This is an optimization exercise on Yosys and OpenROAD, whose aim is small area, a short achievable clock period and few clock cycles per item, not a production implementation. Where RTL was checked, it was by simulation tests only, not by an equivalence proof against the original. Function not checked in run 6: the RTL went through the layout flow alone. No activity file was given, so power comes from the tool's default toggle rates.

## flow/design.v (module list and top-level ports; edited modules follow where they fit)
// module mant_l1: 1493 lines
// module mant_l2: 124 lines
// module mant_pipe: 16 lines
// module single_prec_mult: 32 lines
module single_prec_mult
  (
    input  wire        clk,
    input  wire        reset,
    input  wire        start,
    input  wire [31:0] a,
    input  wire [31:0] b,
    output wire [31:0] product,
    output reg         mult_done
  );
  // ...
==> flow/run.sh <==
#!/bin/bash
# synth_recipe.tcl (not shown) runs the flow's synth.tcl, then flattens the netlist and writes it again
# the make line also repeats each setting of config.mk as NAME=value (left out here)
make -C /OpenROAD-flow-scripts/flow DESIGN_CONFIG=/design/flow/config.mk WORK_HOME=/design/flow/orfs CLKGATE_MAP_FILE= SYNTH_SCRIPT=/design/flow/synth_recipe.tcl finish
==> flow/config.mk <==
export PLATFORM = sky130hd
export DESIGN_NAME = single_prec_mult
export DESIGN_NICKNAME = single_prec_mult
export VERILOG_FILES = /design/flow/design.v
export SDC_FILE = /design/flow/constraint.sdc
export NUM_CORES = 4
export LEC_CHECK = 0
export ABC_AREA = 1
export CAP_MARGIN = 20
export CORE_MARGIN = 2
export CORE_UTILIZATION = 60
export PLACE_DENSITY = 0.72
export SETUP_SLACK_MARGIN = 0.1
export SLEW_MARGIN = 20
==> flow/constraint.sdc <==
create_clock -name core_clock -period 5.0 [get_ports {clk}]
set_input_delay 1.0000 -clock core_clock [delete_from_list [all_inputs] [get_ports {clk}]]
set_output_delay 1.0000 -clock core_clock [all_outputs]
set_load 0.01 [all_outputs]
==> impl_metrics.json, run 1 <==
{
  "outcome": "timing/DRC/antenna clean",
  "async_flop_share_pct": 1.075,
  "clk_share_pct": 1.317,
  "post_cts_buffers": 1,
  "design.seq.count": 93,
  "slew_headroom_pct": 37.70,
  "leakage_nw": 11.22,
  "grt_max_degree": 68,
  "fin_cells": 2883,
  "r2r-start": "mult_done$_DFFE_PP0P_",
  "largest_register_ff_count": 82,
  "cts_tree": "done",
  "dr_wl_met3_um": 7193,
  "reg2reg_depth": 1,
  "crit_path_start": "a[9]",
  "cts_buffer_depth": 2,
  "rsz0062_at_grt": "yes",
  "synth_top_area_share_pct": 26.90,
  "multi_input_area_um2": 13890,
  "hold_violations": 0,
  "top_register": "mant_pipe.cut_q",
  "ant_nets": 0,
  "crit_top_cell": "fa_1",
  "syn_avg_cell_area_um2": 8.236,
  "critPathLaunchType": "primary input",
  "drv_cap": 0
}
Testbench counts, summed over its fixed seeds: cycles 2,048, items 2,048.
==> run 2, diff against run 1 <==
--- a/flow/config.mk
+++ b/flow/config.mk
@@ -11,4 +11,4 @@
 export CORE_UTILIZATION = 60
 export PLACE_DENSITY = 0.72
-export SETUP_SLACK_MARGIN = 0.1
+export SETUP_SLACK_MARGIN = 1.0
 export SLEW_MARGIN = 20
==> run 2 against run 1 <==
Effect of this change:
- the flow now stops in global routing (5_1_grt)
- synthesized cell count unchanged
- synthesized area unchanged
==> impl_metrics.json, run 2 <==
{
  "outcome": "did not finish",
  "flow.stopped_at": "global routing (5_1_grt)",
  "error": "[ERROR GRT-0232] Routing congestion too high. Check the congestion heatmap in the GUI.",
  "place_ws_ps": -116.6,
  "grt_max_degree": 63,
  "globalRouteTotalUtil_pct": 77.03,
  "cts_buffer_depth": 2,
  "netlist_instances": 2259,
  "std_cell_rows": 64,
  "cts_sinks": 93,
  "antenna_found_initial": 6,
  "synthesis.area_um2": 18600,
  "grt.overflow.total": 10,
  "die_h_um": 180.1,
  "cts_buffers": 9,
  "htree_levels": 3,
  "syn_avg_cell_area_um2": 8.236,
  "synth_ff_type": "edfxtp_1",
  "io_buffer_count": 99,
  "die_w_um": 180.1,
  "globalplace.congestion": 1.061,
  "worst_path_end_type": "top-level output",
  "grt-worst-endpoint": "product[11]",
  "ys_seq_area_share_pct": 14.98,
  "dp.cells": 2816,
  "async_flop_share_pct": 1.075,
  "synth.area.top_cells": "fa_1, edfxtp_1, xor2_1",
  "synth.most_common_cell": "inv_1",
  "yosys.area.top_type": "fa_1",
  "synth_nets": 2700,
  "initial_utilization_pct": 60.82,
  "cts-root-buf": "clkbuf_16",
  "pin_count": 100,
  "yosysWarningCount": 2,
  "synth.distinct_cells": 39,
  "ys_ff_latch": 93,
  "synthTopCellsByCount": "inv_1, nand2_1, xor2_1, o22ai_1, fa_1",
  "synth_top_area_share_pct": 26.90,
  "hpwl_um": 50100,
  "synth_edf_count": 92
}
[run 2: cell counts after synthesis]
Identical to the previous run, type by type.
[run 2: worst min-delay path by stage]
stage | startpoint | to | slack, ps | cells past startpoint
2_1_floorplan | mult_done$_DFFE_PP0P_ | mult_done$_DFFE_PP0P_ | 510 | 1
3_5_place_dp | mult_done$_DFFE_PP0P_ | mult_done$_DFFE_PP0P_ | 460 | 1
4_1_cts | mult_done$_DFFE_PP0P_ | mult_done$_DFFE_PP0P_ | 480 | 1
3_3_place_gp | mult_done$_DFFE_PP0P_ | mult_done$_DFFE_PP0P_ | 450 | 1
[run 2: routing by layer]
layer  global-route usage, %  overflow
met1                   74.98         0
met2                   90.97         2
met3                   66.47         0
met4                   75.65         8
met5                   48.74         0
[run 2: cells by family after synthesis]
family,count (synthesis),share of synthesized area (%)
AND/OR/NAND/NOR,608,13.50
buffers and inverters,554,11.62
AO/OA/AOI/OAI,345,11.23
XOR/XNOR,285,13.42
adder cells (fa/ha/maj),374,35.24
flip-flops,93,14.98
[run 2: power by group through the flow]
stage / Combinational, mW / Clock (mW) / Sequential (mW)
global placement: 11.8 / 0 / 1.93
floorplan: 8.36 / 0 / 1.88
detailed placement: 12.2 / 0 / 1.95
CTS: 13.5 / 0.747 / 1.94
[run 2: repair_timing]
action	4_1_cts
setup buffers	144
cloned	19
gates resized for setup	584
pin swaps	134
endpoints found under the setup margin	103
hold buffers	0
hold endpoints to repair	0
[run 2: metrics by stage]
step,hold slack (ps),cell area (um^2),power [mW],TNS [ps]
floorplan,512.1,19980,10.24,0
global placement,451.5,22040,13.71,-97.12
detailed placement,458.8,22040,14.19,-619.5
CTS,479.7,25170,16.21,0
==> run 3, diff against run 2 <==
--- a/flow/config.mk
+++ b/flow/config.mk
@@ -11,4 +11,4 @@
 export CORE_UTILIZATION = 60
 export PLACE_DENSITY = 0.72
-export SETUP_SLACK_MARGIN = 1.0
+export SETUP_SLACK_MARGIN = 0.5
 export SLEW_MARGIN = 20
==> run 3 against run 2 <==
Effect of this change:
- now clean on timing, DRC and antenna
- synthesized cell count stayed put
- synthesized area is the same
==> impl_metrics.json, run 3 <==
{
  "synth_nets": 2700,
  "fin_crit_ps": 4561,
  "cts_sinks": 93,
  "globalRouteTotalUtil_pct": 40.18,
  "cpPeakStageDelay_ps": 460,
  "io_buffer_count": 99,
  "synth_top_area_share_pct": 26.90,
  "cp_top_family": "adder cells",
  "synthTopCellsByCount": "inv_1, nand2_1, xor2_1, o22ai_1, fa_1",
  "yosys.area.top_type": "fa_1",
  "cp.required_ps": 4000,
  "p_total_mw": 16.27,
  "yosysWarningCount": 2,
  "drt_iter0_markers": 2401,
  "std_cell_rows": 64,
  "cts_tree": "done",
  "setup_slack_ps": 439.3,
  "antenna_found_initial": 4,
  "worst_hold_slack_ps": 492.9,
  "hpwl_um": 49640,
  "critPathLaunchType": "register",
  "drc": 0,
  "leakage_nw": 11.66,
  "critical_path.max_fanout": 6,
  "dp.cells": 2835,
  "globalplace.congestion": 1.011,
  "fmax_mhz": 219.3,
  "outcome": "timing/DRC/antenna clean",
  "drt_wl_total_um": 68880,
  "syn_avg_cell_area_um2": 8.236,
  "min_path_type": "reg2reg",
  "cts-root-buf": "clkbuf_16",
  "layout-drive-gt1-share_pct": 25.76,
  "utilization_pct": 78.84,
  "powerDensity_nw_per_um2": 674.5,
  "dieArea_um2": 32430,
  "path_clk_slew_ps": 80,
  "synth.area.top_cells": "fa_1, edfxtp_1, xor2_1",
  "synth.most_common_cell": "inv_1",
  "ir_drop_v": 0.0005081,
  "synthToLayoutAreaGrowth_pct": 29.63,
  "hold_violations": 0,
  "ys_ff_latch": 93,
  "slew_violations": 0,
  "cp_slowest_cell": "fa_2",
  "initial_utilization_pct": 60.82,
  "htree_levels": 3,
  "crit_chain": "inv_2 > fa_2 > inv_2 > fa_2 > ha_4 > nand2_4 > inv_2 > nand2_2 > nand2_2 > a21oi_2 > nor2_2 > nor2_4 > buf_6 > nand3_4 > nand2_4 > buf_6 > buf_6 > nand2_1 > nand2_1 > nor2_1 > buf_2",
  "fin_area_um2": 24120,
  "synthesis.area_um2": 18600,
  "mostFrequentLayoutCell": "inv_1",
  "finalClockSkew_ps": 0,
  "die_h_um": 180.1,
  "ant_nets": 0,
  "pin_count": 100,
  "num_vias": 18080,
  "critical_path_class": "reg2out",
  "finalCritPeriodShare_pct": 91.21,
  "synth_ff_type": "edfxtp_1",
  "setup_viol": 0,
  "max_slew.worst_pin.slew_ps": 905.5,
  "cp_num_buf_inv": 7,
  "async_flop_share_pct": 1.075,
  "fill_cells": 2012,
  "reg.largest.list": "mant_pipe.cut_q (82), e_q (8)",
  "nets": 3002,
  "grt_pass1_wl_um": 100200,
  "rsz0062_at_grt": "yes",
  "placed_area_um2": 21540,
  "wl_per_cell_um": 23.25,
  "largest_register_ff_count": 82,
  "firstDrtPassIters": 8,
  "insertion_delay_ps": 360,
  "top_register": "mant_pipe.cut_q",
  "fin_cells": 2963,
  "vias_per_cell": 6.103,
  "place_ws_ps": -378.6,
  "setup.worst_path.end_class": "output pin",
  "final_cell_mix": "inv_1, nand2_1, xor2_1",
  "drv_cap": 0,
  "die_w_um": 180.1,
  "cts_buffers": 9,
  "grt_max_degree": 62,
  "netlist_instances": 2259,
  "grt.overflow.total": 0,
  "cp_data_arrival_time_ps": 3560,
  "core_area_um2": 30590,
  "ys_seq_area_share_pct": 14.98,
  "synth_edf_count": 92,
  "synth.distinct_cells": 39,
  "cts_buffer_depth": 2,
  "grt_pass1_vias": 17770,
  "final.setup.tns_ps": 0,
  "slew_headroom_pct": 39.57
}
## run 3: cell counts after synthesis
Identical to the previous run, type by type.
## run 3: cell type report
cell class / instances / area [um^2] / area share (%)
Clock inverter: 7 / 92.59 / 0.3839
Multi-Input combinational cell: 1620 / 14990 / 62.14
Antenna cell: 1 / 2.502 / 0.01038
Tap cell: 396 / 495.5 / 2.054
Inverter: 419 / 1653 / 6.853
Clock buffer: 9 / 225.2 / 0.9339
Sequential cell: 93 / 2788 / 11.56
Timing Repair Buffer: 417 / 3866 / 16.03
Timing Repair inverter: 1 / 7.507 / 0.03113
## run 3: cell families after synthesis
group           count (synthesis)  share of synthesized area [%]
simple gates                  608                          13.50
buf+inv                       554                          11.62
xor+xnor                      285                          13.42
compound gates                345                          11.23
fa+ha+maj                     374                          35.24
flops                          93                          14.98
## run 3: path summary, 6_finish.rpt
path | startpoint | endpoint | slack (ps) | cells past startpoint
setup / recovery | mant_pipe.cut_q[51]$_DFFE_PP_ | product[7] | 440 | 21
max in group asynchronous | reset | mult_done$_DFFE_PP0P_ | 4140 | 2
hold reg to reg | mult_done$_DFFE_PP0P_ | mult_done$_DFFE_PP0P_ | 490 | 1
hold / removal | mult_done$_DFFE_PP0P_ | mult_done$_DFFE_PP0P_ | 490 | 1
setup reg to reg | mult_done$_DFFE_PP0P_ | mult_done$_DFFE_PP0P_ | 4210 | 1
min in group asynchronous | reset | mult_done$_DFFE_PP0P_ | 760 | 2
## run 3: where the power goes
part	total [mW]	internal (mW)	switching, mW
logic	13.6	5.46	8.11
registers	1.94	1.77	0.164
clock network	0.759	0.402	0.357
total	16.3	7.64	8.63
## run 3: what timing repair did
action | CTS | global route
endpoints found under the setup margin | 89 | 73
resized for setup | 307 | 236
buffers inserted | 60 | 35
cloned | 12 | 4
endpoints found under the hold margin | 0 | 0
pin swaps | 84 | 105
hold buffers | 0 | 0
## run 3: per-layer routing
layer,up-vias,GRT usage (%),part of all wire [%]
li1,7809,-,-
met1,8626,52.36,37
met2,1290,63.13,44
met3,352,10.39,12
met4,6,18.81,6.5
met5,-,0,0.057
==> run 4, diff against run 3 <==
==> flow/flow/run.sh (new file) <==
#!/bin/bash
# Standard layout, but the port buffers use buf_2 instead of the resizer's
# default pick (a slow delay buffer).
set -euo pipefail
export BUFFER_PORTS_ARGS="-buffer_cell sky130_fd_sc_hd__buf_2"
bash standard.sh > standard.log 2>&1
==> flow/standard.sh (new file) <==
#!/bin/bash
# synth_recipe.tcl (not shown) runs the flow's synth.tcl, then flattens the netlist and writes it again
# the make line also repeats each setting of config.mk as NAME=value (left out here)
make -C /OpenROAD-flow-scripts/flow DESIGN_CONFIG=/design/flow/config.mk WORK_HOME=/design/flow/orfs CLKGATE_MAP_FILE= SYNTH_SCRIPT=/design/flow/synth_recipe.tcl "${@:-finish}"
--- a/flow/config.mk
+++ b/flow/config.mk
@@ -11,4 +11,4 @@
 export CORE_UTILIZATION = 60
 export PLACE_DENSITY = 0.72
-export SETUP_SLACK_MARGIN = 0.5
+export SETUP_SLACK_MARGIN = 0.1
 export SLEW_MARGIN = 20
removed: flow/run.sh
==> run 4 against run 3 <==
Effect of this change:
- final cell count decreased by 7.1%
- synthesized area did not move
- sequential power about the same
- clock skew unchanged
- non-clock buffer count shrank 199
- count of clock-buffer cells in the layout did not move
- wire length is 14% lower
- sequential share of layout area rose by 2.1 points
- synthesized cell count stayed put
- still clean
==> impl_metrics.json, run 4 <==
{
  "outcome": "timing/DRC/antenna clean",
  "path_clk_slew_ps": 70,
  "grt_pass1_wl_um": 92400,
  "cts_tree": "done",
  "grt_max_degree": 67,
  "cp.required_ps": 5090,
  "highest_layer": "met4",
  "synthesis.area_um2": 18600,
  "globalRouteTotalUtil_pct": 37.02,
  "max_slew.worst_pin.slew_ps": 893.1,
  "globalplace.congestion": 1.003,
  "ys_ff_latch": 93,
  "synth_top_area_share_pct": 26.90,
  "synth_edf_count": 92,
  "synth.area.top_cells": "fa_1, edfxtp_1, xor2_1",
  "slew_headroom_pct": 40.46,
  "rsz0062_at_grt": "no",
  "cts_buffers": 9,
  "io_buffer_count": 99,
  "cp_top_family": "adder cells",
  "min_path_type": "in2async",
  "synth.most_common_cell": "inv_1",
  "cpPeakStageDelay_ps": 550,
  "synth_nets": 2700,
  "vias_per_cell": 5.951,
  "ys_seq_area_share_pct": 14.98,
  "cts_buffer_depth": 2,
  "reg2reg_depth": 1,
  "ant_nets": 0,
  "drt_iter0_markers": 1926,
  "largest_register_ff_count": 82,
  "finalClockSkew_ps": 0,
  "core_area_um2": 30590,
  "critical_path_class": "in2reg",
  "setup.worst_path.end_class": "register",
  "cp_slowest_cell": "fa_1",
  "netlist_instances": 2259,
  "synthTopCellsByCount": "inv_1, nand2_1, xor2_1, o22ai_1, fa_1",
  "grt_pass1_vias": 16380,
  "crit_chain": "buf_2 > nor2_1 > buf_4 > inv_1 > nand2_1 > buf_12 > o22ai_1 > xor2_1 > fa_1 > inv_1 > fa_1 > fa_1 > fa_1 > inv_1 > fa_1",
  "cts_sinks": 93,
  "num_vias": 16390,
  "dr_wl_met2_um": 25960,
  "fin_crit_ps": 4636,
  "nets": 2794,
  "post_cts_buffers": 0,
  "layout-drive-gt1-share_pct": 11.54,
  "yosys.area.top_type": "fa_1",
  "wl_per_cell_um": 21.58,
  "reg.largest.list": "mant_pipe.cut_q (82), e_q (8)",
  "fmax_mhz": 215.7,
  "r2r-end": "mult_done$_DFFE_PP0P_",
  "fin_cells": 2754,
  "dr_wl_met3_um": 6675,
  "dieArea_um2": 32430,
  "insertion_delay_ps": 350,
  "std_cell_rows": 64,
  "fill_cells": 2648,
  "drt_wl_total_um": 59440,
  "hpwl_um": 47180,
  "async_flop_share_pct": 1.075,
  "powerDensity_nw_per_um2": 698.6,
  "num_antenna_cells": 0,
  "critical_path.max_fanout": 15,
  "hold_violations": 0,
  "pin_count": 100,
  "critPathLaunchType": "primary input",
  "synth_ff_type": "edfxtp_1",
  "r2r-start": "mult_done$_DFFE_PP0P_",
  "die_h_um": 180.1,
  "cp_num_buf_inv": 6,
  "slew_violations": 0,
  "grt.overflow.total": 0,
  "dp.cells": 2738,
  "initial_utilization_pct": 60.82,
  "mostFrequentLayoutCell": "inv_1",
  "place_ws_ps": -96.80,
  "wl_met1_um": 23980,
  "r2r_slack_ps": 4210,
  "synth.distinct_cells": 39,
  "finalCritPeriodShare_pct": 92.73,
  "setup_slack_ps": 363.6,
  "cts-root-buf": "clkbuf_16",
  "top_register": "mant_pipe.cut_q",
  "drc": 0,
  "drv_cap": 0,
  "synthToLayoutAreaGrowth_pct": 10.02,
  "htree_levels": 3,
  "ir_drop_v": 0.0003987,
  "setup_viol": 0,
  "crit_top_cell": "fa_1",
  "syn_avg_cell_area_um2": 8.236,
  "yosysWarningCount": 2,
  "cp_data_arrival_time_ps": 4730,
  "antenna_found_initial": 0,
  "final_cell_mix": "inv_1, nand2_1, xor2_1",
  "leakage_nw": 10.21,
  "hold_buffers": 0,
  "die_w_um": 180.1,
  "firstDrtPassIters": 6
}
-- run 4: where the power goes --
group / total [mW] / internal (mW) / switching (mW)
sequential: 1.93 / 1.77 / 0.161
combinational: 11.6 / 4.50 / 7.13
clock: 0.735 / 0.400 / 0.335
-- run 4: kinds of logic (layout without fill, tap and decap cells) --
family / Yosys count / count (layout) / share of synthesized area [%]
and+or+nand+nor: 608 / 608 / 13.50
adders and majority gates: 374 / 374 / 35.24
xor gates and xnor gates: 285 / 285 / 13.42
AOI/OAI and AO/OA: 345 / 345 / 11.23
DFF: 93 / 93 / 14.98
buffers and inverters: 554 / 653 / 11.62
-- run 4: final cells by class --
class                           count  area (um^2)  area share (%)
Multi-Input combinational cell   1612        13680           66.85
Sequential cell                    93         2788           13.62
Timing Repair Buffer              218         1617           7.898
Inverter                          419         1573           7.684
Tap cell                          396        495.5           2.421
Clock buffer                        9        225.2           1.100
Clock inverter                      7        87.58          0.4279
-- run 4: metal layers --
metal / track usage [%] / vias up
li1: - / 7393
met1: 51.16 / 7793
met2: 56.70 / 1022
met3: 8.549 / 180
met4: 15.00 / 0
met5: 0 / -
-- run 4: stage by stage --
stage          utilization, %  power (mW)  setup TNS, ps  cell area (um^2)  hold slack (ps)
2_1_floorplan               -       9.912              0             18610            512.1
3_3_place_gp            65.80       13.04         -318.6             20130            445.8
3_5_place_dp            65.80       13.35         -223.6             20130            459.6
4_1_cts                 66.82       14.18              0             20440            456.6
5_1_grt                 66.91       16.00              0             20470            472.8
6_report                66.91       14.30              0             20470            466.8
-- run 4: how the worst max path moves through the flow --
| stage | startpoint | end | slack, ps | cells after the start |
|---|---|---|---|---|
| 6_report | b[9] | mant_pipe.cut_q[28]$_DFFE_PP_ | 360 | 15 |
| 5_1_grt | mant_pipe.cut_q[50]$_DFFE_PP_ | product[3] | 120 | 19 |
| 4_1_cts | mant_pipe.cut_q[50]$_DFFE_PP_ | product[17] | 250 | 19 |
| 3_5_place_dp | b[9] | mant_pipe.cut_q[28]$_DFFE_PP_ | -100 | 13 |
| 3_3_place_gp | b[9] | mant_pipe.cut_q[28]$_DFFE_PP_ | -130 | 13 |
| 2_1_floorplan | b[21] | mant_pipe.cut_q[49]$_DFFE_PP_ | 120 | 14 |
-- run 4: timing repair --
item                                   CTS  global route
endpoints found under the hold margin    0             0
setup endpoints to repair                0            32
resized for setup                        0             5
==> run 5, diff against run 4 <==
==> flow/flow/run.sh (replaced) <==
#!/bin/bash
# Standard layout with two changes:
#  - the port buffers are buf_2 cells rather than the resizer's default pick
#    (a slow delay buffer);
#  - after the standard synthesis, polarity.py flips full adders (which are
#    self-dual) to remove inverters between them; registers are untouched.
set -euo pipefail
export BUFFER_PORTS_ARGS="-buffer_cell sky130_fd_sc_hd__buf_2"
R="$PWD/orfs/results/$FLOW_PLATFORM/single_prec_mult/base"
bash standard.sh "$R/1_2_yosys.v" > synth.log 2>&1
python3 flow/polarity.py "$R/1_2_yosys.v" "$R/1_2_yosys.pol.v" > polarity.log 2>&1
cp "$R/1_2_yosys.v" "$R/1_2_yosys.std.v"
mv "$R/1_2_yosys.pol.v" "$R/1_2_yosys.v"
bash standard.sh > standard.log 2>&1
==> flow/flow/polarity.py (new file) <==
#!/usr/bin/env python3
"""Remove inverters around full adders in a mapped sky130 netlist.

A full adder is self-dual: FA(~a,~b,~c) = (~sum, ~cout).  So a full adder may be
replaced by the same cell fed with the complements of its inputs, its outputs then
carrying the complements.  This picks, by local search, which full adders to flip
so that fewest signals need an inverted copy, and rebuilds the inverters: one
inverter per signal whose inverted copy some load still needs.  Everything else
in the netlist (registers included) is kept as it is.

usage: polarity.py IN.v OUT.v
"""
import re, sys, collections

src = open(sys.argv[1]).read()
m = re.search(r'^(module .*?;\n)(.*)^endmodule', src, re.S | re.M)
head, body = m.group(1), m.group(2)
inst_re = re.compile(r'^\s*(sky130_fd_sc_hd__\w+)\s+(\S+)\s*\((.*?)\);\n', re.S | re.M)
decls = []
cells = []
pos = 0
for mm in inst_re.finditer(body):
    pre = body[pos:mm.start()]
    decls.append(pre)
    pins = [(p, n.strip()) for p, n in re.findall(r'\.(\w+)\(([^()]*)\)', mm.group(3))]
    cells.append([mm.group(1), mm.group(2), pins])
    pos = mm.end()
tail = body[pos:]
decl_txt = ''.join(decls)
assert 'assign' not in decl_txt and 'assign' not in tail, 'assign statements not handled'

OUTPINS = {'X', 'Y', 'Q', 'Q_N', 'SUM', 'COUT', 'HI', 'LO'}
def is_inv(t):
    return re.match(r'sky130_fd_sc_hd__(clk)?inv_\d+$', t) is not None
def is_fa(t):
    return re.match(r'sky130_fd_sc_hd__fa_\d+$', t) is not None

ports_out = set()
for mm in re.finditer(r'^\s*output\s+(\[(\d+):(\d+)\]\s+)?(\S+);', head + decl_txt, re.M):
    name = mm.group(4)
    if mm.group(1):
        hi, lo = int(mm.group(2)), int(mm.group(3))
        for i in range(min(hi, lo), max(hi, lo) + 1):
            ports_out.add('%s[%d]' % (name, i))
    else:
        ports_out.add(name)

driver = {}
for ci, (t, n, pins) in enumerate(cells):
    for p, net in pins:
        if p in OUTPINS:
            driver[net] = (ci, p)
invs = set(ci for ci, c in enumerate(cells) if is_inv(c[0]))
fas = [ci for ci, c in enumerate(cells) if is_fa(c[0])]

def base_of(net):
    par = 0
    seen = 0
    while net in driver and driver[net][0] in invs:
        ci = driver[net][0]
        net = dict(cells[ci][2])['A']
        par ^= 1
        seen += 1
        assert seen < 100
    return net, par

# loads: every input pin of a non-inverter cell, plus output ports driven through inverters
loads = []   # (cell index or None, pin, base, parity)
for ci, (t, n, pins) in enumerate(cells):
    if ci in invs:
        continue
    for pi, (p, net) in enumerate(pins):
        if p in OUTPINS:
            continue
        if net.startswith("1'") or net == '':
            continue
        b, par = base_of(net)
        loads.append((ci, pi, b, par))
# output ports driven by inverters need a load entry too
port_loads = []
for net in ports_out:
    if net in driver and driver[net][0] in invs:
        b, par = base_of(net)
        port_loads.append((net, b, par))

fixed = set()
for ci in fas:
    for p, net in cells[ci][2]:
        if p in ('SUM', 'COUT') and net in ports_out:
            fixed.add(ci)
fa_set = set(fas)
flip = collections.defaultdict(int)

by_base = collections.defaultdict(list)
for L in loads:
    by_base[L[2]].append(L)
for net, b, par in port_loads:
    by_base[b].append((None, net, b, par))
cell_bases = collections.defaultdict(set)   # bases touching an FA (as load or driver)
for b, Ls in by_base.items():
    for L in Ls:
        if L[0] is not None and L[0] in fa_set:
            cell_bases[L[0]].add(b)
    if b in driver and driver[b][0] in fa_set:
        cell_bases[driver[b][0]].add(b)

def need_inv(b):
    d = flip[driver[b][0]] if b in driver and driver[b][0] in fa_set else 0
    for ci, pi, bb, par in by_base[b]:
        f = flip[ci] if ci is not None and ci in fa_set else 0
        if par ^ f ^ d:
            return 1
    return 0

def cost_around(ci):
    return sum(need_inv(b) for b in cell_bases[ci])

before = sum(need_inv(b) for b in by_base)
changed = True
passes = 0
while changed and passes < 50:
    changed = False
    passes += 1
    for ci in fas:
        if ci in fixed:
            continue
        c0 = cost_around(ci)
        flip[ci] ^= 1
        c1 = cost_around(ci)
        if c1 < c0:
            changed = True
        else:
            flip[ci] ^= 1
# simulated annealing from the greedy result (deterministic seed)
import random, math
rng = random.Random(1)
cur = sum(need_inv(b) for b in by_base)
best = cur; best_flip = dict(flip)
free = [c for c in fas if c not in fixed]
T = 2.0
for it in range(200000):
    ci = free[rng.randrange(len(free))]
    c0 = cost_around(ci)
    flip[ci] ^= 1
    c1 = cost_around(ci)
    dlt = c1 - c0
    if dlt <= 0 or rng.random() < math.exp(-dlt / T):
        cur += dlt
        if cur < best:
            best = cur; best_flip = dict(flip)
    else:
        flip[ci] ^= 1
    T = max(0.05, 2.0 * (1 - it / 150000.0))
flip = collections.defaultdict(int, best_flip)
after = sum(need_inv(b) for b in by_base)

# rebuild
newcells = []
inv_net = {}
extra_wires = []
cnt = [0]
def inverted(b):
    if b not in inv_net:
        cnt[0] += 1
        nn = '_pol_n%d_' % cnt[0]
        extra_wires.append(nn)
        inv_net[b] = nn
        newcells.append(['sky130_fd_sc_hd__inv_1', '_pol_i%d_' % cnt[0], [('A', b), ('Y', nn)]])
    return inv_net[b]
load_map = {}
for b, Ls in by_base.items():
    d = flip[driver[b][0]] if b in driver and driver[b][0] in fa_set else 0
    for ci, pi, bb, par in Ls:
        f = flip[ci] if ci is not None and ci in fa_set else 0
        want_inv = par ^ f ^ d
        load_map[(ci, pi)] = inverted(b) if want_inv else b
out_cells = []
port_assign = []
for ci, (t, n, pins) in enumerate(cells):
    if ci in invs:
        continue
    newpins = []
    for pi, (p, net) in enumerate(pins):
        if (ci, pi) in load_map:
            net = load_map[(ci, pi)]
        newpins.append((p, net))
    out_cells.append([t, n, newpins])
# output ports that were driven by inverters: drive them with a buffer-free inverter or direct
for (ci, net), nn in ((k, v) for k, v in load_map.items() if k[0] is None):
    pass
for net, b, par in port_loads:
    d = flip[driver[b][0]] if b in driver and driver[b][0] in fa_set else 0
    if par ^ d:
        cnt[0] += 1
        out_cells.append(['sky130_fd_sc_hd__inv_1', '_pol_o%d_' % cnt[0], [('A', b), ('Y', net)]])
    else:
        cnt[0] += 1
        out_cells.append(['sky130_fd_sc_hd__buf_1', '_pol_o%d_' % cnt[0], [('A', b), ('X', net)]])
out_cells.extend(newcells)

# drop declarations of nets no longer used? keep them (dangling wires are harmless)
o = [head, decl_txt]
for w in extra_wires:
    o.append('  wire %s;\n' % w)
for t, n, pins in out_cells:
    o.append('  %s %s (\n%s\n  );\n' % (t, n, ',\n'.join('    .%s(%s%s)' % (p, net, ' ' if net.startswith('\\') else '') for p, net in pins)))
o.append(tail)
o.append('endmodule\n')
open(sys.argv[2], 'w').write(''.join(o) + src[m.end():])
sys.stderr.write('polarity: %d FAs, %d flipped, inverters %d -> %d (old inverter cells %d), %d passes\n'
                 % (len(fas), sum(flip[c] for c in fas), before, after, len(invs), passes))
==> run 5 against run 4 <==
Effect of this change:
- cell area down 1.5%
- hold slack worse by 4.6 ps
- power is 1.1% lower
- die area down 2.2%
- final cell count decreased by 3.5%
- global-route usage grew 1.8 points
==> impl_metrics.json, run 5 <==
{
  "critical_path_class": "in2reg",
  "grt.overflow.total": 0,
  "cts_buffer_depth": 2,
  "cpPeakStageDelay_ps": 500,
  "setup.worst_path.end_class": "register",
  "netlist_instances": 2146,
  "antenna_found_initial": 1,
  "cp_top_family": "adder cells",
  "num_antenna_cells": 0,
  "fill_cells": 2463,
  "mostFrequentLayoutCell": "nand2_1",
  "cp.required_ps": 5130,
  "rsz0062_at_grt": "yes",
  "slew_violations": 0,
  "drv_cap": 0,
  "critical_path.max_fanout": 23,
  "finalClockSkew_ps": 0,
  "hpwl_um": 49100,
  "core_area_um2": 29720,
  "pin_count": 100,
  "leakage_nw": 9.738,
  "crit_top_cell": "fa_1",
  "slew_headroom_pct": 41.20,
  "dieArea_um2": 31710,
  "cp_num_buf_inv": 4,
  "max_slew.worst_pin.slew_ps": 881.1,
  "cp_slowest_cell": "fa_1",
  "setup_viol": 0,
  "initial_utilization_pct": 61.18,
  "drt_wl_total_um": 60380,
  "grt_pass1_wl_um": 91000,
  "htree_levels": 3,
  "grt_pass1_vias": 15640,
  "seqCellArea_um2": 2788,
  "cts_sinks": 93,
  "layout-drive-gt1-share_pct": 12.35,
  "cp_data_arrival_time_ps": 4850,
  "path_clk_slew_ps": 90,
  "synthToLayoutAreaGrowth_pct": 10.90,
  "outcome": "timing/DRC/antenna clean",
  "top_register": "mant_pipe.cut_q",
  "final_cell_mix": "nand2_1, inv_1, xor2_1",
  "syn_avg_cell_area_um2": 8.472,
  "ant_nets": 0,
  "vias_per_cell": 6.053,
  "drt_iter0_markers": 1741,
  "io_buffer_count": 99,
  "wl_per_cell_um": 22.71,
  "crit_chain": "buf_2 > buf_4 > nor2_1 > o21ai_1 > buf_12 > o22ai_1 > xor2_1 > fa_1 > fa_1 > fa_1 > fa_1 > inv_1 > ha_1 > ha_1",
  "min_path_type": "in2async",
  "std_cell_rows": 63,
  "die_w_um": 178.1,
  "nets": 2704,
  "num_vias": 16090,
  "cts_buffers": 9,
  "globalRouteTotalUtil_pct": 38.86,
  "firstDrtPassIters": 6,
  "cts_tree": "done",
  "synth_nets": 2587,
  "fin_area_um2": 20160,
  "yosysWarningCount": 2,
  "insertion_delay_ps": 360,
  "placed_area_um2": 19840,
  "finalCritPeriodShare_pct": 94.53,
  "multi_input_area_um2": 13680,
  "globalplace.congestion": 1.032,
  "ir_drop_v": 0.0003589,
  "die_h_um": 178.1,
  "final.setup.tns_ps": 0,
  "fin_crit_ps": 4727,
  "hold_violations": 0,
  "fmax_mhz": 211.6,
  "powerDensity_nw_per_um2": 701.1,
  "reg.largest.list": "mant_pipe.cut_q (82), e_q (8)",
  "cts-root-buf": "clkbuf_16",
  "drc": 0,
  "largest_register_ff_count": 82,
  "synthesis.area_um2": 18180,
  "critPathLaunchType": "primary input",
  "grt_max_degree": 60
}
==> run 5: timing repair <==
item | 4_1_cts | 5_1_grt
setup endpoints to repair | 0 | 24
hold buffers | 0 | 0
buffers inserted | 0 | 0
gates resized for setup | 0 | 5
==> run 5: area by class of cell <==
| class | instances | share of cell area (%) |
|---|---|---|
| timing repair buffer | 241 | 8.750 |
| multi-input combinational | 1612 | 67.86 |
| inverter | 306 | 5.697 |
| clock inverter | 7 | 0.3289 |
| tap | 390 | 2.420 |
| sequential | 93 | 13.83 |
| clock buffer | 9 | 1.117 |
==> run 5: report_power, final <==
group | switching (mW) | internal, mW
logic | 6.95 | 4.54
registers | 0.175 | 1.77
clock network | 0.347 | 0.349
total | 7.47 | 6.66
==> run 5: per-layer routing <==
metal  global-route usage (%)  part of all wire (%)  vias to the layer above
li1                         -                     -                     7217
met1                    54.38                    41                     7723
met2                    57.83                    43                      975
met3                    9.868                    11                      175
met4                    15.74                   4.6                        0
met5                        0                     0                        -
==> run 5: per-stage QoR <==
stage | worst slack (ps) | utilization [%] | power [mW] | hold slack [ps] | instances
floorplan | 140.1 | - | 9.883 | 512.1 | 2146
global placement | 8.855 | 66.77 | 12.78 | 452.9 | 2642
detailed placement | 2.210 | 66.77 | 13.22 | 451.3 | 2642
CTS | 209.2 | 67.75 | 14.01 | 451.5 | 2658
global route | 101.3 | 67.85 | 15.70 | 471.7 | 2658
finish | 273.4 | 67.85 | 14.14 | 462.2 | 2658
==> run 5: path summary, 6_finish.rpt <==
kind	startpoint	to	slack (ps)	depth (start not counted)
setup / recovery	b[15]	mant_pipe.cut_q[19]$_DFFE_PP_	270	14
min in group core_clock	mult_done$_DFFE_PP0P_	mult_done$_DFFE_PP0P_	480	1
hold reg to reg	mult_done$_DFFE_PP0P_	mult_done$_DFFE_PP0P_	480	1
setup reg to reg	mult_done$_DFFE_PP0P_	mult_done$_DFFE_PP0P_	4220	1
max in group asynchronous	reset	mult_done$_DFFE_PP0P_	4450	2
hold / removal	reset	mult_done$_DFFE_PP0P_	460	2
==> module mant_l2, before the edit <==
module mant_l2
  (
    input  wire [81:0] q,
    output wire [24:0] p
  );
wire s575;
wire c576;
wire s577;
wire c578;
wire s579;
wire c580;
wire s581;
wire c582;
wire s583;
wire c584;
wire s585;
wire c586;
wire s587;
wire c588;
wire s589;
wire c590;
wire s591;
wire c592;
wire s593;
wire c594;
wire s595;
wire c596;
wire s597;
wire c598;
wire s599;
wire c600;
wire s601;
wire c602;
wire s603;
wire c604;
wire s605;
wire c606;
wire s607;
wire c608;
wire s609;
wire c610;
wire s611;
wire c612;
wire s613;
wire c614;
wire s615;
wire c616;
wire s617;
wire c618;
wire s619;
wire c620;
wire s621;
wire c622;
wire s623;
wire c624;
wire s625;
wire c626;
wire s627;
wire c628;
wire s629;
wire c630;
wire s631;
wire c632;
assign s575 = q[20] ^ q[21];
assign c576 = q[20] & q[21];
assign s577 = q[23] ^ q[24];
assign c578 = q[23] & q[24];
assign s579 = q[25] ^ q[26];
assign c580 = q[25] & q[26];
assign s581 = q[27] ^ q[28];
assign c582 = q[27] & q[28];
assign s583 = q[29] ^ q[30];
assign c584 = q[29] & q[30];
assign s585 = q[31] ^ q[32] ^ q[33];
assign c586 = (q[31] & q[32]) | (q[33] & (q[31] ^ q[32]));
assign s587 = q[34] ^ q[35];
assign c588 = q[34] & q[35];
assign s589 = q[36] ^ q[37] ^ q[38];
assign c590 = (q[36] & q[37]) | (q[38] & (q[36] ^ q[37]));
assign s591 = q[39] ^ q[40];
assign c592 = q[39] & q[40];
assign s593 = q[41] ^ q[42];
assign c594 = q[41] & q[42];
assign s595 = q[43] ^ q[44] ^ q[45];
assign c596 = (q[43] & q[44]) | (q[45] & (q[43] ^ q[44]));
assign s597 = q[46] ^ q[47];
assign c598 = q[46] & q[47];
assign s599 = q[48] ^ q[49];
assign c600 = q[48] & q[49];
assign s601 = q[50] ^ q[51] ^ q[52];
assign c602 = (q[50] & q[51]) | (q[52] & (q[50] ^ q[51]));
assign s603 = q[53] ^ c600;
assign c604 = q[53] & c600;
assign s605 = q[54] ^ q[55] ^ c602;
assign c606 = (q[54] & q[55]) | (c602 & (q[54] ^ q[55]));
assign s607 = q[56] ^ q[57];
assign c608 = q[56] & q[57];
assign s609 = q[58] ^ q[59];
assign c610 = q[58] & q[59];
assign s611 = q[60] ^ q[61];
assign c612 = q[60] & q[61];
assign s613 = q[62] ^ q[63];
assign c614 = q[62] & q[63];
assign s615 = q[64] ^ q[65];
assign c616 = q[64] & q[65];
assign s617 = q[66] ^ q[67];
assign c618 = q[66] & q[67];
assign s619 = q[68] ^ q[69];
assign c620 = q[68] & q[69];
assign s621 = q[70] ^ q[71];
assign c622 = q[70] & q[71];
assign s623 = q[72] ^ q[73];
assign c624 = q[72] & q[73];
assign s625 = q[74] ^ q[75];
assign c626 = q[74] & q[75];
assign s627 = q[76] ^ q[77];
assign c628 = q[76] & q[77];
assign s629 = q[78] ^ q[79];
assign c630 = q[78] & q[79];
assign s631 = q[80] ^ q[81];
assign c632 = q[80] & q[81];
wire [37:0] fsum = {c630, c628, c626, c624, c622, c620, c618, c616, c614, c612, c610, c608, s607, c604, s601, c598, s597, c594, c592, s591, c588, s587, c584, c582, c580, c578, c576, q[22], q[18], q[16], q[14], q[12], q[10], q[8], q[6], q[4], q[2], q[0]} + {s631, s629, s627, s625, s623, s621, s619, s617, s615, s613, s611, s609, c606, s605, s603, s599, c596, s595, s593, c590, s589, c586, s585, s583, s581, s579, s577, s575, q[19], q[17], q[15], q[13], q[11], q[9], q[7], q[5], q[3], q[1]};
assign p = fsum[37:13];
endmodule
==> module single_prec_mult, before the edit <==
module single_prec_mult
  (
    input  wire        clk,
    input  wire        reset,
    input  wire        start,
    input  wire [31:0] a,
    input  wire [31:0] b,
    output wire [31:0] product,
    output reg         mult_done
  );
wire        prod0 = (a[30:0] == 31'd0) || (b[30:0] == 31'd0);
wire [24:0] p;                    
reg  [ 7:0] e_q;                  
reg         s_q;
reg         z_q;
always @(posedge clk, posedge reset)
  if (reset)
    mult_done <= 1'b0;
  else if (start)
    mult_done <= 1'b1;
always @(posedge clk)
  if (start) begin
    e_q <= a[30:23] + b[30:23] + 8'd129;
    s_q <= a[31] ^ b[31];
    z_q <= prod0;
  end
mant_pipe mant_pipe (.clk(clk), .en(start), .x(a[22:0]), .y(b[22:0]), .p(p));
wire [ 7:0] e_inc = e_q + 8'd1;
wire [ 7:0] o_exp = p[24] ? e_inc : e_q;
wire [22:0] o_man = p[24] ? p[23:1] : p[22:0];
assign product = z_q ? {s_q, 31'd0} : {s_q, o_exp, o_man};
endmodule
==> run 6, diff against run 5 <==
--- a/flow/design.v
+++ b/flow/design.v
@@ -1613,5 +1613,143 @@
 assign s631 = q[80] ^ q[81];
 assign c632 = q[80] & q[81];
-wire [37:0] fsum = {c630, c628, c626, c624, c622, c620, c618, c616, c614, c612, c610, c608, s607, c604, s601, c598, s597, c594, c592, s591, c588, s587, c584, c582, c580, c578, c576, q[22], q[18], q[16], q[14], q[12], q[10], q[8], q[6], q[4], q[2], q[0]} + {s631, s629, s627, s625, s623, s621, s619, s617, s615, s613, s611, s609, c606, s605, s603, s599, c596, s595, s593, c590, s589, c586, s585, s583, s581, s579, s577, s575, q[19], q[17], q[15], q[13], q[11], q[9], q[7], q[5], q[3], q[1]};
+wire [37:0] fa_a = {c630, c628, c626, c624, c622, c620, c618, c616, c614, c612, c610, c608, s607, c604, s601, c598, s597, c594, c592, s591, c588, s587, c584, c582, c580, c578, c576, q[22], q[18], q[16], q[14], q[12], q[10], q[8], q[6], q[4], q[2], q[0]};
+wire [37:0] fa_b = {s631, s629, s627, s625, s623, s621, s619, s617, s615, s613, s611, s609, c606, s605, s603, s599, c596, s595, s593, c590, s589, c586, s585, s583, s581, s579, s577, s575, q[19], q[17], q[15], q[13], q[11], q[9], q[7], q[5], q[3], q[1]};
+wire [37:0] fg = fa_a & fa_b;
+wire [37:0] fp = fa_a ^ fa_b;
+wire bg1 = fg[1] | (fp[1] & fg[0]);
+wire bp1 = fp[1] & fp[0];
+wire bg2 = fg[3] | (fp[3] & fg[2]);
+wire bp2 = fp[3] & fp[2];
+wire bg3 = fg[5] | (fp[5] & fg[4]);
+wire bp3 = fp[5] & fp[4];
+wire bg4 = fg[7] | (fp[7] & fg[6]);
+wire bp4 = fp[7] & fp[6];
+wire bg5 = fg[9] | (fp[9] & fg[8]);
+wire bp5 = fp[9] & fp[8];
+wire bg6 = fg[11] | (fp[11] & fg[10]);
+wire bp6 = fp[11] & fp[10];
+wire bg7 = fg[13] | (fp[13] & fg[12]);
+wire bp7 = fp[13] & fp[12];
+wire bg8 = fg[15] | (fp[15] & fg[14]);
+wire bp8 = fp[15] & fp[14];
+wire bg9 = fg[17] | (fp[17] & fg[16]);
+wire bp9 = fp[17] & fp[16];
+wire bg10 = fg[19] | (fp[19] & fg[18]);
+wire bp10 = fp[19] & fp[18];
+wire bg11 = fg[21] | (fp[21] & fg[20]);
+wire bp11 = fp[21] & fp[20];
+wire bg12 = fg[23] | (fp[23] & fg[22]);
+wire bp12 = fp[23] & fp[22];
+wire bg13 = fg[25] | (fp[25] & fg[24]);
+wire bp13 = fp[25] & fp[24];
+wire bg14 = fg[27] | (fp[27] & fg[26]);
+wire bp14 = fp[27] & fp[26];
+wire bg15 = fg[29] | (fp[29] & fg[28]);
+wire bp15 = fp[29] & fp[28];
+wire bg16 = fg[31] | (fp[31] & fg[30]);
+wire bp16 = fp[31] & fp[30];
+wire bg17 = fg[33] | (fp[33] & fg[32]);
+wire bp17 = fp[33] & fp[32];
+wire bg18 = fg[35] | (fp[35] & fg[34]);
+wire bp18 = fp[35] & fp[34];
+wire bg19 = fg[37] | (fp[37] & fg[36]);
+wire bp19 = fp[37] & fp[36];
+wire bg20 = bg2 | (bp2 & bg1);
+wire bp20 = bp2 & bp1;
+wire bg21 = bg4 | (bp4 & bg3);
+wire bp21 = bp4 & bp3;
+wire bg22 = bg6 | (bp6 & bg5);
+wire bp22 = bp6 & bp5;
+wire bg23 = bg8 | (bp8 & bg7);
+wire bp23 = bp8 & bp7;
+wire bg24 = bg10 | (bp10 & bg9);
+wire bp24 = bp10 & bp9;
+wire bg25 = bg12 | (bp12 & bg11);
+wire bp25 = bp12 & bp11;
+wire bg26 = bg14 | (bp14 & bg13);
+wire bp26 = bp14 & bp13;
+wire bg27 = bg16 | (bp16 & bg15);
+wire bp27 = bp16 & bp15;
+wire bg28 = bg18 | (bp18 & bg17);
+wire bp28 = bp18 & bp17;
+wire bg29 = bg21 | (bp21 & bg20);
+wire bp29 = bp21 & bp20;
+wire bg30 = bg23 | (bp23 & bg22);
+wire bp30 = bp23 & bp22;
+wire bg31 = bg25 | (bp25 & bg24);
+wire bp31 = bp25 & bp24;
+wire bg32 = bg27 | (bp27 & bg26);
+wire bp32 = bp27 & bp26;
+wire bg33 = bg30 | (bp30 & bg29);
+wire bp33 = bp30 & bp29;
+wire bg34 = bg32 | (bp32 & bg31);
+wire bp34 = bp32 & bp31;
+wire bg35 = bg34 | (bp34 & bg33);
+wire bp35 = bp34 & bp33;
+wire bg36 = bg31 | (bp31 & bg33);
+wire bp36 = bp31 & bp33;
+wire bg37 = bg22 | (bp22 & bg29);
+wire bp37 = bp22 & bp29;
+wire bg38 = bg24 | (bp24 & bg33);
+wire bp38 = bp24 & bp33;
+wire bg39 = bg26 | (bp26 & bg36);
+wire bp39 = bp26 & bp36;
+wire bg40 = bg28 | (bp28 & bg35);
+wire bp40 = bp28 & bp35;
+wire bg41 = bg3 | (bp3 & bg20);
+wire bp41 = bp3 & bp20;
+wire bg42 = bg5 | (bp5 & bg29);
+wire bp42 = bp5 & bp29;
+wire bg43 = bg7 | (bp7 & bg37);
+wire bp43 = bp7 & bp37;
+wire bg44 = bg9 | (bp9 & bg33);
+wire bp44 = bp9 & bp33;
+wire bg45 = bg11 | (bp11 & bg38);
+wire bp45 = bp11 & bp38;
+wire bg46 = bg13 | (bp13 & bg36);
+wire bp46 = bp13 & bp36;
+wire bg47 = bg15 | (bp15 & bg39);
+wire bp47 = bp15 & bp39;
+wire bg48 = bg17 | (bp17 & bg35);
+wire bp48 = bp17 & bp35;
+wire bg49 = bg19 | (bp19 & bg40);
+wire bp49 = bp19 & bp40;
+wire bg50 = fg[2] | (fp[2] & bg1);
+wire bp50 = fp[2] & bp1;
+wire bg51 = fg[4] | (fp[4] & bg20);
+wire bp51 = fp[4] & bp20;
+wire bg52 = fg[6] | (fp[6] & bg41);
+wire bp52 = fp[6] & bp41;
+wire bg53 = fg[8] | (fp[8] & bg29);
+wire bp53 = fp[8] & bp29;
+wire bg54 = fg[10] | (fp[10] & bg42);
+wire bp54 = fp[10] & bp42;
+wire bg55 = fg[12] | (fp[12] & bg37);
+wire bp55 = fp[12] & bp37;
+wire bg56 = fg[14] | (fp[14] & bg43);
+wire bp56 = fp[14] & bp43;
+wire bg57 = fg[16] | (fp[16] & bg33);
+wire bp57 = fp[16] & bp33;
+wire bg58 = fg[18] | (fp[18] & bg44);
+wire bp58 = fp[18] & bp44;
+wire bg59 = fg[20] | (fp[20] & bg38);
+wire bp59 = fp[20] & bp38;
+wire bg60 = fg[22] | (fp[22] & bg45);
+wire bp60 = fp[22] & bp45;
+wire bg61 = fg[24] | (fp[24] & bg36);
+wire bp61 = fp[24] & bp36;
+wire bg62 = fg[26] | (fp[26] & bg46);
+wire bp62 = fp[26] & bp46;
+wire bg63 = fg[28] | (fp[28] & bg39);
+wire bp63 = fp[28] & bp39;
+wire bg64 = fg[30] | (fp[30] & bg47);
+wire bp64 = fp[30] & bp47;
+wire bg65 = fg[32] | (fp[32] & bg35);
+wire bp65 = fp[32] & bp35;
+wire bg66 = fg[34] | (fp[34] & bg48);
+wire bp66 = fp[34] & bp48;
+wire bg67 = fg[36] | (fp[36] & bg40);
+wire bp67 = fp[36] & bp40;
+wire [37:0] fsum = {fp[37] ^ bg67, fp[36] ^ bg40, fp[35] ^ bg66, fp[34] ^ bg48, fp[33] ^ bg65, fp[32] ^ bg35, fp[31] ^ bg64, fp[30] ^ bg47, fp[29] ^ bg63, fp[28] ^ bg39, fp[27] ^ bg62, fp[26] ^ bg46, fp[25] ^ bg61, fp[24] ^ bg36, fp[23] ^ bg60, fp[22] ^ bg45, fp[21] ^ bg59, fp[20] ^ bg38, fp[19] ^ bg58, fp[18] ^ bg44, fp[17] ^ bg57, fp[16] ^ bg33, fp[15] ^ bg56, fp[14] ^ bg43, fp[13] ^ bg55, fp[12] ^ bg37, fp[11] ^ bg54, fp[10] ^ bg42, fp[9] ^ bg53, fp[8] ^ bg29, fp[7] ^ bg52, fp[6] ^ bg41, fp[5] ^ bg51, fp[4] ^ bg20, fp[3] ^ bg50, fp[2] ^ bg1, fp[1] ^ fg[0], fp[0]};
 assign p = fsum[37:13];
 endmodule
@@ -1659,7 +1797,9 @@
   end
 mant_pipe mant_pipe (.clk(clk), .en(start), .x(a[22:0]), .y(b[22:0]), .p(p));
-wire [ 7:0] e_inc = e_q + 8'd1;
-wire [ 7:0] o_exp = p[24] ? e_inc : e_q;
-wire [22:0] o_man = p[24] ? p[23:1] : p[22:0];
-assign product = z_q ? {s_q, 31'd0} : {s_q, o_exp, o_man};
+wire        sel_hi = ~z_q &  p[24];
+wire        sel_lo = ~z_q & ~p[24];
+wire [ 7:0] e_inc  = e_q + 8'd1;
+wire [ 7:0] o_exp  = ({8{sel_hi}} & e_inc) | ({8{sel_lo}} & e_q);
+wire [22:0] o_man  = ({23{sel_hi}} & p[23:1]) | ({23{sel_lo}} & p[22:0]);
+assign product = {s_q, o_exp, o_man};
 endmodule
==> run 6 against run 5 <==
Effect of this change:
- now fails the layout checks on negative setup slack
- clock power increased by 2%
- hold slack got worse by 11 ps
- global-route usage decreased by 2.7 points
- largest power group unchanged
==> impl_metrics.json, run 6 <==
{
  "fill_cells": 2168,
  "cp_data_arrival_time_ps": 4140,
  "cp_slowest_cell": "fa_1",
  "num_antenna_cells": 0,
  "layout-drive-gt1-share_pct": 20.25,
  "r2r_slack_ps": 4230,
  "hold_violations": 0,
  "grt_pass1_wl_um": 82080,
  "yosysWarningCount": 2,
  "cts_tree": "done",
  "core_area_um2": 27860,
  "hold_buffers": 0,
  "cts_sinks": 93,
  "num_vias": 13650,
  "critPathLaunchType": "register",
  "globalRouteTotalUtil_pct": 36.15,
  "slew_headroom_pct": 34.84,
  "cp.required_ps": 4000,
  "top_register": "mant_pipe.cut_q",
  "rsz0062_at_grt": "yes",
  "crit_path_start": "mant_pipe.cut_q[50]$_DFFE_PP_",
  "path_clk_slew_ps": 80,
  "min_path_type": "in2async",
  "htree_levels": 3,
  "dr_wl_met3_um": 6228,
  "setup_slack_ps": -141.9,
  "netlist_instances": 1679,
  "cts-root-buf": "clkbuf_16",
  "die_h_um": 172.5,
  "wl_per_cell_um": 24.05,
  "synthesis.area_um2": 17040,
  "pin_count": 100,
  "grt_max_degree": 68,
  "vias_per_cell": 6.233,
  "r2r-end": "mult_done$_DFFE_PP0P_",
  "fin_area_um2": 19020,
  "highest_layer": "met4",
  "drc": 0,
  "finalClockSkew_ps": 0,
  "globalplace.congestion": 1.055,
  "std_cell_rows": 61,
  "finalCritPeriodShare_pct": 102.8,
  "dr_wl_met2_um": 23010,
  "powerDensity_nw_per_um2": 643.5,
  "crit_end": "product[30]",
  "synth_nets": 2131,
  "largest_register_ff_count": 82,
  "violatedChecks": "negative setup slack",
  "reg.largest.list": "mant_pipe.cut_q (82), e_q (8)",
  "fmax_mhz": 194.5,
  "grt.overflow.total": 0,
  "firstDrtPassIters": 7,
  "cts_buffer_depth": 2,
  "critical_path.max_fanout": 23,
  "drt_wl_total_um": 52660,
  "r2r-start": "mult_done$_DFFE_PP0P_",
  "nets": 2260,
  "ant_nets": 0,
  "drt_iter0_markers": 1510,
  "hpwl_um": 41630,
  "slew_violations": 0,
  "cpPeakStageDelay_ps": 430,
  "grt_pass1_vias": 14250,
  "setup_viol": 29,
  "setup.worst_path.end_class": "output pin",
  "dieArea_um2": 29760,
  "crit_chain": "fa_2 > fa_1 > ha_4 > a21o_1 > nand2_1 > nand2_1 > a21oi_2 > nand3_2 > a21oi_2 > fa_2 > xnor2_2 > or2_4 > nand2_4 > clkinvlp_4 > nor2_8 > inv_2 > buf_12 > o22ai_2 > buf_2",
  "critical_path_class": "reg2out",
  "reg2reg_depth": 1,
  "insertion_delay_ps": 370,
  "initial_utilization_pct": 61.17,
  "cts_buffers": 9,
  "fin_crit_ps": 5142,
  "io_buffer_count": 99,
  "synthToLayoutAreaGrowth_pct": 11.64,
  "final_cell_mix": "xor2_1, fa_1, inv_1",
  "worst_hold_slack_ps": 451.5,
  "final.setup.tns_ps": -3264,
  "drv_cap": 0,
  "antenna_found_initial": 1,
  "leakage_nw": 8.673,
  "mostFrequentLayoutCell": "xor2_1",
  "wl_met1_um": 21210,
  "outcome": "finished with violations",
  "utilization_pct": 68.29,
  "syn_avg_cell_area_um2": 10.15,
  "die_w_um": 172.5,
  "placed_area_um2": 18510,
  "ir_drop_v": 0.0006022,
  "max_slew.worst_pin.slew_ps": 977.4
}
[run 6: routing by layer]
metal  vias to the layer above  global-route usage, %
li1                       5896                      -
met1                      6733                  50.27
met2                       863                  53.98
met3                       158                  10.15
met4                         0                  13.96
met5                         -                      0
[run 6: timing repair]
action                                  4_1_cts  5_1_grt
endpoints found under the setup margin       31       31
resized for setup                            13       22
setup buffers                                 5        1
gates cloned                                  0        0
pin swaps                                     4        4
[run 6: metrics by stage]
stage          power [mW]  setup WS (ps)  cells
2_1_floorplan       8.012          118.1   1679
6_report            12.24         -141.9   2190
5_1_grt             13.50         -367.1   2190
3_5_place_dp        10.99         -7.253   2170
3_3_place_gp        10.66          81.67   2170
4_1_cts             11.99         -107.8   2190
[run 6: how the worst min path moves through the flow]
| stage | to | cells after the start |
|---|---|---|
| 2_1_floorplan | mult_done$_DFFE_PP0P_ | 1 |
| 3_3_place_gp | mult_done$_DFFE_PP0P_ | 1 |
| 3_5_place_dp | mult_done$_DFFE_PP0P_ | 1 |
| 4_1_cts | mult_done$_DFFE_PP0P_ | 2 |
| 5_1_grt | mult_done$_DFFE_PP0P_ | 2 |
| 6_report | mult_done$_DFFE_PP0P_ | 2 |
[run 6: critical path, delay by kind of cell, from the launching register on]
family / cells / cell delay (ps)
AOI/OAI and AO/OA: 4 / 430
and+or+nand+nor: 6 / 740
adders and majority gates: 4 / 1510
buffers and inverters: 4 / 500
DFF: 1 / 410
xor gates and xnor gates: 1 / 140
[run 6: layout make-up]
cell class | instances | area, um^2 | share of cell area [%]
Tap cell | 378 | 473.0 | 2.486
Multi-Input combinational cell | 1216 | 12830 | 67.42
Clock inverter | 5 | 61.31 | 0.3223
Sequential cell | 93 | 2788 | 14.65
Inverter | 241 | 908.4 | 4.775
Clock buffer | 10 | 229.0 | 1.204
Timing Repair Buffer | 247 | 1738 | 9.136
[run 6: power breakdown]
group | switching, mW | internal (mW) | leakage (nW)
Clock | 0.324 | 0.387 | 0.131
Sequential | 0.138 | 1.77 | 0.906
Combinational | 5.49 | 4.13 | 7.64
Total | 5.95 | 6.29 | 8.67

-- static timing again, ports no longer ideal --
Ports are ideal in the flow. The routed layouts listed here were re-timed in OpenROAD.
Step 1 (the two cells are an assumption about what drives the block):
set clk [get_ports {clk}]
set_driving_cell -lib_cell sky130_fd_sc_hd__clkbuf_16 $clk
set_driving_cell -lib_cell sky130_fd_sc_hd__buf_2 [delete_from_list [all_inputs] $clk]
Step 2 moves the port delays by t, midway between the first and last clock arrival at a register: inputs arrive t later, outputs are due t later. That takes back most of the time a late clock gives input paths.
a / b / c = ideal / step 1 / step 2; a / b = the first two.
run	t (ns)	setup WS [ns]	worst setup path at the end	clock arrival spread, ns	pins driven straight from the clock port
run 1	0.407	0.125 / 0.106 / -0.243	input to register	0.011 / 0.011	1
run 3	0.416	0.439 / 0.385 / 0.116	input to register	0.025 / 0.025	1
run 4	0.409	0.364 / 0.398 / -0.011	input to register	0.017 / 0.017	1
run 5	0.408	0.273 / 0.293 / -0.100	input to register	0.024 / 0.024	1
run 6	0.419	-0.142 / -0.193 / -0.033	input to register	0.016 / 0.016	1
Met with ideal ports but missed after step 2: setup timing in run 1, run 4 and run 5. The setup slack of run 4, which loses most, moves by +0.034 ns with the drivers and by -0.375 ns with both steps.
